What follows belongs to an exercise in optimizing a design on an open flow for small area and a short achievable clock period; a production flow would make more cautious choices.
RTL that was checked went through simulation tests only; none was proved equivalent to the original.

==> trial 25: inputs <==
==> flow/design.v <==
module registor_block(
	input clk_i,
	input rstn_i,
	input acc_en_i,
	input wr_en_i,
	input [2:0] addr_i,
	input [15:0] wdata_i,
	output reg [15:0] rdata_o,
	output [9:0] duty_cycle,
	output [1:0] frequency_selection,
	output [1:0] trigger_selection,
	output [9:0] target_value,
	output clear,
	output SW_trigger,
	input [9:0] actual_counter_value,
	input [9:0] captured_value,
	input tm_running
);
reg [15:0] CTRL0;
reg [15:0] PWM_MODE;
reg [15:0] CNT_TIMER_MODE0;
reg [15:0] CNT_TIMER_MODE1;
wire wr = acc_en_i & wr_en_i;
always @(posedge clk_i or negedge rstn_i) begin
	if(!rstn_i) begin
		CTRL0<=16'd0;
		PWM_MODE<=16'd0;
		CNT_TIMER_MODE0<=16'd0;
		CNT_TIMER_MODE1<=16'd0;
	end else if(wr) begin
		if(addr_i==3'd0) CTRL0<=wdata_i;
		if(addr_i==3'd1) PWM_MODE<=wdata_i;
		if(addr_i==3'd2) CNT_TIMER_MODE0<=wdata_i;
		if(addr_i==3'd3) CNT_TIMER_MODE1<=wdata_i;
	end
end
assign duty_cycle=PWM_MODE[9:0];
assign frequency_selection=PWM_MODE[13:12];
assign trigger_selection=CNT_TIMER_MODE0[5:4];
assign target_value=CNT_TIMER_MODE1[9:0];
assign clear=wdata_i[0] & wr & (addr_i==3'd5);
assign SW_trigger=wdata_i[4] & wr & (addr_i==3'd5);
always @(*) begin
	rdata_o=16'd0;
	if(acc_en_i & ~wr_en_i) begin
		case(addr_i)
			3'd0: rdata_o=CTRL0;
			3'd1: rdata_o=PWM_MODE;
			3'd2: rdata_o=CNT_TIMER_MODE0;
			3'd3: rdata_o=CNT_TIMER_MODE1;
			3'd4: rdata_o={6'd0, actual_counter_value};
			3'd6: rdata_o={3'd0, tm_running, 2'd0, captured_value};
			default: rdata_o=16'd0;
		endcase
	end
end
endmodule
module PWM(
	input clk_i,
	input rstn_i,
	input acc_en_i,
	input [9:0] duty_cycle,
	input [1:0] frequency_selection,
	input [1:0] trigger_selection,
	input [9:0] target_value,
	input clear,
	input SW_trigger,
	output [9:0] actual_counter_value,
	output reg [9:0] captured_value,
	output reg tm_running,
	output reg pwm_out
);
reg [18:0] P;
reg        Z;
reg [13:0] A;
reg [14:0] B;
wire [18:0] pc = Z ? 19'd0 : P + 19'd1;
reg [18:0] fd_m1;
reg [13:0] T;
always @(*) begin
	case(frequency_selection)
		2'b00: begin fd_m1 = 19'd399999; T = {duty_cycle, 4'b0}; end
		2'b01: begin fd_m1 = 19'd199999; T = {1'b0, duty_cycle, 3'b0}; end
		2'b10: begin fd_m1 = 19'd124999; T = {2'b0, duty_cycle, 2'b0} + {4'b0, duty_cycle}; end
		default: begin fd_m1 = 19'd99999; T = {2'b0, duty_cycle, 2'b0}; end
	endcase
end
wire wrap = ~Z & (P >= fd_m1);
wire hit = (pc == {9'd0, target_value});
wire duty_on = (B == 15'd0) ? (A <= T) : (A < T);
wire [15:0] b_add = {1'b0, B} + 16'd1023;
wire b_carry = (b_add >= 16'd25000);
assign actual_counter_value = P[9:0];
always @(posedge clk_i or negedge rstn_i) begin
	if(!rstn_i) begin
		P <= 19'd0;
		Z <= 1'b1;
		A <= 14'd0;
		B <= 15'd1023;
		pwm_out <= 1'b0;
		captured_value <= 10'd0;
		tm_running <= 1'b0;
	end else if(acc_en_i) begin
		pwm_out <= duty_on;
		P <= pc;
		Z <= wrap;
		if(wrap) begin
			A <= 14'd0;
			B <= 15'd1023;
		end else if(duty_on) begin
			if(b_carry) begin
				A <= A + 14'd1;
				B <= b_add - 16'd25000;
			end else begin
				B <= b_add[14:0];
			end
		end
		if(clear)
			captured_value <= 10'd0;
		else if(hit)
			captured_value <= target_value;
		if(SW_trigger || (trigger_selection==2'b01 && hit))
			tm_running <= 1'b1;
		else if(wrap)
			tm_running <= 1'b0;
	end
end
endmodule
module top(
	input clk_i,
	input rstn_i,
	input acc_en_i,
	input wr_en_i,
	input [2:0] addr_i,
	input [15:0] wdata_i,
	input input1_i,
	input input2_i,
	input input3_i,
	input input4_i,
	input input5_i,
	input input6_i,
	input input7_i,
	input input8_i,
	input input9_i,
	input input10_i,
	input input11_i,
	input input12_i,
	input input13_i,
	input input14_i,
	input input15_i,
	output [15:0] rdata_o,
	output output_o
);
	wire [9:0] duty_cycle_w;
	wire [1:0] frequency_selection_w;
	wire [1:0] trigger_selection_w;
	wire [9:0] target_value_w;
	wire clear_w;
	wire SW_trigger_w;
	wire [9:0] actual_counter_value_w;
	wire [9:0] captured_value_w;
	wire tm_running_w;
registor_block registor_block(
	.clk_i(clk_i),
	.rstn_i(rstn_i),
	.acc_en_i(acc_en_i),
	.wr_en_i(wr_en_i),
	.addr_i(addr_i),
	.wdata_i(wdata_i),
	.rdata_o(rdata_o),
	.duty_cycle(duty_cycle_w),
	.frequency_selection(frequency_selection_w),
	.trigger_selection(trigger_selection_w),
	.target_value(target_value_w),
	.clear(clear_w),
	.SW_trigger(SW_trigger_w),
	.actual_counter_value(actual_counter_value_w),
	.captured_value(captured_value_w),
	.tm_running(tm_running_w)
);
PWM PWM(
	.clk_i(clk_i),
	.rstn_i(rstn_i),
	.acc_en_i(acc_en_i),
	.duty_cycle(duty_cycle_w),
	.frequency_selection(frequency_selection_w),
	.trigger_selection(trigger_selection_w),
	.target_value(target_value_w),
	.clear(clear_w),
	.SW_trigger(SW_trigger_w),
	.actual_counter_value(actual_counter_value_w),
	.captured_value(captured_value_w),
	.tm_running(tm_running_w),
	.pwm_out(output_o)
);
endmodule
==> flow/run.sh <==
#!/bin/bash
# synth_recipe.tcl (not shown) runs the flow's synth.tcl, then flattens the netlist and writes it again
# the make line also repeats each setting of config.mk as NAME=value (left out here)
make -C /OpenROAD-flow-scripts/flow DESIGN_CONFIG=/design/flow/config.mk WORK_HOME=/design/flow/orfs CLKGATE_MAP_FILE= SYNTH_SCRIPT=/design/flow/synth_recipe.tcl finish
==> flow/config.mk <==
export PLATFORM = sky130hd
export DESIGN_NAME = top
export DESIGN_NICKNAME = top
export VERILOG_FILES = /design/flow/design.v
export SDC_FILE = /design/flow/constraint.sdc
export NUM_CORES = 4
export LEC_CHECK = 0
export CAP_MARGIN = 20
export CORE_MARGIN = 2
export CORE_UTILIZATION = 40
export SLEW_MARGIN = 20
==> flow/constraint.sdc <==
create_clock -name core_clock -period 25.0 [get_ports {clk_i}]
set_input_delay 5.0000 -clock core_clock [delete_from_list [all_inputs] [get_ports {clk_i}]]
set_output_delay 5.0000 -clock core_clock [all_outputs]
set_load 0.01 [all_outputs]
==> trial 98: changes against trial 25 <==
==> flow/design.v (replaced) <==
module registor_block(
	input clk_i,
	input rstn_i,
	input acc_en_i,
	input wr_en_i,
	input [2:0] addr_i,
	input [15:0] wdata_i,
	output reg [15:0] rdata_o,
	output [1:0] mode,
	output [9:0] duty_cycle,
	output [1:0] frequency_selection,
	output [3:0] input_selection,
	output [1:0] trigger_selection,
	output out_function,
	output [1:0] capture_selection,
	output [9:0] target_value,
	output [9:0] counter,
	output clear,
	output SW_trigger,
	input [9:0] actual_counter_value,
	input [9:0] captured_value,
	input tm_running
);
reg [15:0] CTRL0;
always @(posedge clk_i or negedge rstn_i) begin
	if(!rstn_i)
		CTRL0<=16'd0;
	else if(acc_en_i==1 && wr_en_i==1 && addr_i==3'b000)
		CTRL0<=wdata_i;
end
assign mode=CTRL0[1:0];
reg [15:0] PWM_MODE;
always @(posedge clk_i or negedge rstn_i) begin
	if(!rstn_i)
		PWM_MODE<=0;
	else if(acc_en_i==1 && wr_en_i==1 && addr_i==3'b001)
		PWM_MODE<=wdata_i;
end
assign duty_cycle=PWM_MODE[9:0];
assign frequency_selection=PWM_MODE[13:12];
reg [15:0] CNT_TIMER_MODE0;
always @(posedge clk_i or negedge rstn_i) begin
	if(!rstn_i)
		CNT_TIMER_MODE0<=0;
	else if(acc_en_i==1 && wr_en_i==1 && addr_i==3'b010)
		CNT_TIMER_MODE0<=wdata_i;
end
assign input_selection=CNT_TIMER_MODE0[3:0];
assign trigger_selection=CNT_TIMER_MODE0[5:4];
assign out_function=CNT_TIMER_MODE0[8];
assign capture_selection=CNT_TIMER_MODE0[13:12];
reg[15:0] CNT_TIMER_MODE1;
always @(posedge clk_i or negedge rstn_i) begin
	if(!rstn_i)
		CNT_TIMER_MODE1<=0;
	else if(acc_en_i==1 && wr_en_i==1 && addr_i==3'b011)
		CNT_TIMER_MODE1<=wdata_i;
end
assign target_value=CNT_TIMER_MODE1[9:0];
assign clear=wdata_i[0] && wr_en_i==1 && acc_en_i==1 && addr_i==3'b101;
assign SW_trigger=wdata_i[4] && wr_en_i==1 && acc_en_i==1 && addr_i==3'b101;
always @(*) begin
	rdata_o=0;
	if(acc_en_i==1 && wr_en_i==0) begin  
		case(addr_i)
			3'b000: rdata_o=CTRL0;
			3'b001: rdata_o=PWM_MODE;
			3'b010: rdata_o=CNT_TIMER_MODE0;
			3'b011: rdata_o=CNT_TIMER_MODE1;
			3'b100: rdata_o={6'b000000, actual_counter_value};
			3'b110: rdata_o={3'b000, tm_running, 2'b00, captured_value};
		endcase
	end
end
endmodule
`timescale 1ns / 1ps
module PWM(
    input clk_i,
	input rstn_i,
	input acc_en_i,
	input [9:0] duty_cycle,
	input [1:0] frequency_selection,
	input [1:0] trigger_selection,
	input out_function,
	input [1:0] capture_selection,
	input [9:0] target_value,
	input clear,
	input SW_trigger,
	output reg [9:0] actual_counter_value,
	output reg [9:0] captured_value,
	output reg tm_running,
	output reg pwm_out
);
reg [18:0] pwm_counter;
reg [18:0] duty_counter;
reg [18:0] frequency_divisor;
always @(*) begin
    case(frequency_selection)
        2'b00:  frequency_divisor=40*(10**6)/100;
        2'b01:  frequency_divisor=40*(10**6)/200;
        2'b10:  frequency_divisor=40*(10**6)/320;
        2'b11:  frequency_divisor=40*(10**6)/400;
    endcase
end
always @(posedge clk_i or negedge rstn_i) begin
    if(!rstn_i) begin
        pwm_counter<=10'd0;
        duty_counter<=10'd0;
        pwm_out<=1'b0;
        actual_counter_value<=10'd0;
        captured_value<=10'd0;
        tm_running<=1'b0;
    end
    else if(acc_en_i) begin
        if(duty_counter<(duty_cycle*frequency_divisor/1023)) begin
            pwm_out<=1'b1;
            duty_counter<=duty_counter+1;
        end
        else begin
            pwm_out<=1'b0;
        end
        if(pwm_counter < frequency_divisor) begin
            pwm_counter<=pwm_counter+1;
        end
        else begin
            pwm_counter<=19'd0;
            duty_counter<=19'd0;
            tm_running<=1'b0;
        end
        actual_counter_value<=pwm_counter[9:0];
        if(clear) begin
            captured_value<=10'd0;
        end else if(pwm_counter==target_value) begin
            captured_value<=pwm_counter[9:0];
        end
        if(SW_trigger || (trigger_selection==2'b01 && pwm_counter==target_value)) begin
            tm_running<=1'b1;
        end
    end
end
endmodule
module top(
	input clk_i,
	input rstn_i,
	input acc_en_i,
	input wr_en_i,
	input [2:0] addr_i,
	input [15:0] wdata_i,
	input input1_i,
	input input2_i,
	input input3_i,
	input input4_i,
	input input5_i,
	input input6_i,
	input input7_i,
	input input8_i,
	input input9_i,
	input input10_i,
	input input11_i,
	input input12_i,
	input input13_i,
	input input14_i,
	input input15_i,
	output [15:0] rdata_o,
	output output_o
);
	wire [1:0] mode_w;
	wire [9:0] duty_cycle_w;
	wire [1:0] frequency_selection_w;
	wire [3:0] input_selection_w;
	wire [1:0] trigger_selection_w;
	wire out_function_w;
	wire [1:0] capture_selection_w;
	wire [9:0] target_value_w;
	wire [9:0] counter_w;
	wire clear_w;
	wire SW_trigger_w;
	wire [9:0] actual_counter_value_w;
	wire [9:0] captured_value_w;
    wire tm_running_w;
registor_block registor_block(
	.clk_i(clk_i),
	.rstn_i(rstn_i),
	.acc_en_i(acc_en_i),
	.wr_en_i(wr_en_i),
	.wdata_i(wdata_i),
	.rdata_o(rdata_o),
	.addr_i(addr_i),
	.mode(mode_w),
	.duty_cycle(duty_cycle_w),
	.frequency_selection(frequency_selection_w),
	.input_selection(input_selection_w),
	.trigger_selection(trigger_selection_w),
	.out_function(out_function_w),
	.capture_selection(capture_selection_w),
	.target_value(target_value_w),
	.counter(counter_w),
	.clear(clear_w),
	.SW_trigger(SW_trigger_w),
	.actual_counter_value(actual_counter_value_w),
	.captured_value(captured_value_w),
	.tm_running(tm_running_w)
);
PWM PWM(
    .clk_i(clk_i),
	.rstn_i(rstn_i),
	.acc_en_i(acc_en_i),
	.duty_cycle(duty_cycle_w),
	.out_function(out_function_w),
	.frequency_selection(frequency_selection_w),
	.trigger_selection(trigger_selection_w),
    .target_value(target_value_w),
	.clear(clear_w),
	.SW_trigger(SW_trigger_w),
	.actual_counter_value(actual_counter_value_w),
	.captured_value(captured_value_w),
    .tm_running(tm_running_w),
	.pwm_out(output_o)
);
endmodule
==> results.json <==
{
  "tightest_slew_ps": 1030,
  "clock_area_share_pct": 6.23,
  "seq_share_pct": 31.7,
  "setup_ws_ps": 12120,
  "rr_startpoint": "registor_block.PWM_MODE[2]",
  "drive_gt1_share_pct": 16.6,
  "met3_length_um": 1100,
  "syn_to_final_growth_pct": 13.8,
  "hold_ws_ps": 485,
  "buf_share_pct": 4.46,
  "tap-cell-count": 280,
  "status": "complete, no violations",
  "die_h_um": 152
}
Source of the figures above: trial 25

==> results.json <==
{
  "die_h_um": 214,
  "met3_length_um": 1780,
  "status": "complete, no violations",
  "dp_hpwl_um": 39100,
  "tightest_slew_ps": 1090,
  "seq_share_pct": 16.2,
  "fin_crit_sh_pct": 91.7,
  "setup_ws_ps": 2070,
  "io_buffers": 39,
  "syn_to_final_growth_pct": 8.19,
  "rr_startpoint": "registor_block.PWM_MODE[13]",
  "clock_area_share_pct": 2.96
}
Source of the figures above: trial 98

For trial 25, only the layout was checked, not whether the RTL still works.

afterwards: timing with drivers on the ports:
No port has a modelled driver above. Below, the same layouts with a new extraction and two added sets of constraints. Step 1 (the two cells are an assumption about what drives the block):
set clk [get_ports {clk_i}]
set_driving_cell -lib_cell sky130_fd_sc_hd__clkbuf_16 $clk
set_driving_cell -lib_cell sky130_fd_sc_hd__buf_2 [delete_from_list [all_inputs] $clk]
Step 2 adds t to the input delays and takes it off the output delays; t is the mean of the earliest and latest rising clock arrival at the registers after step 1. Input paths then give back, and output paths get back, about the clock's delay inside the block. Slacks: ideal ports / drivers / drivers and shift; pairs: ideal ports / drivers.
| run | shift t [ns] | slack for setup (ns) | worst setup path after step 2 | slew at the worst register clock pin (ns) |
|---|---|---|---|---|
| trial 25 | 0.481 | 12.125 / 12.100 / 12.100 | input to output | 0.08 / 0.08 |
| trial 98 | 0.465 | 2.070 / 2.070 / 2.070 | register to register | 0.06 / 0.06 |
After both steps setup and hold are still met in every run listed. The setup slack of trial 25, which loses most, moves by -0.025 ns with the drivers and by -0.025 ns with both steps.
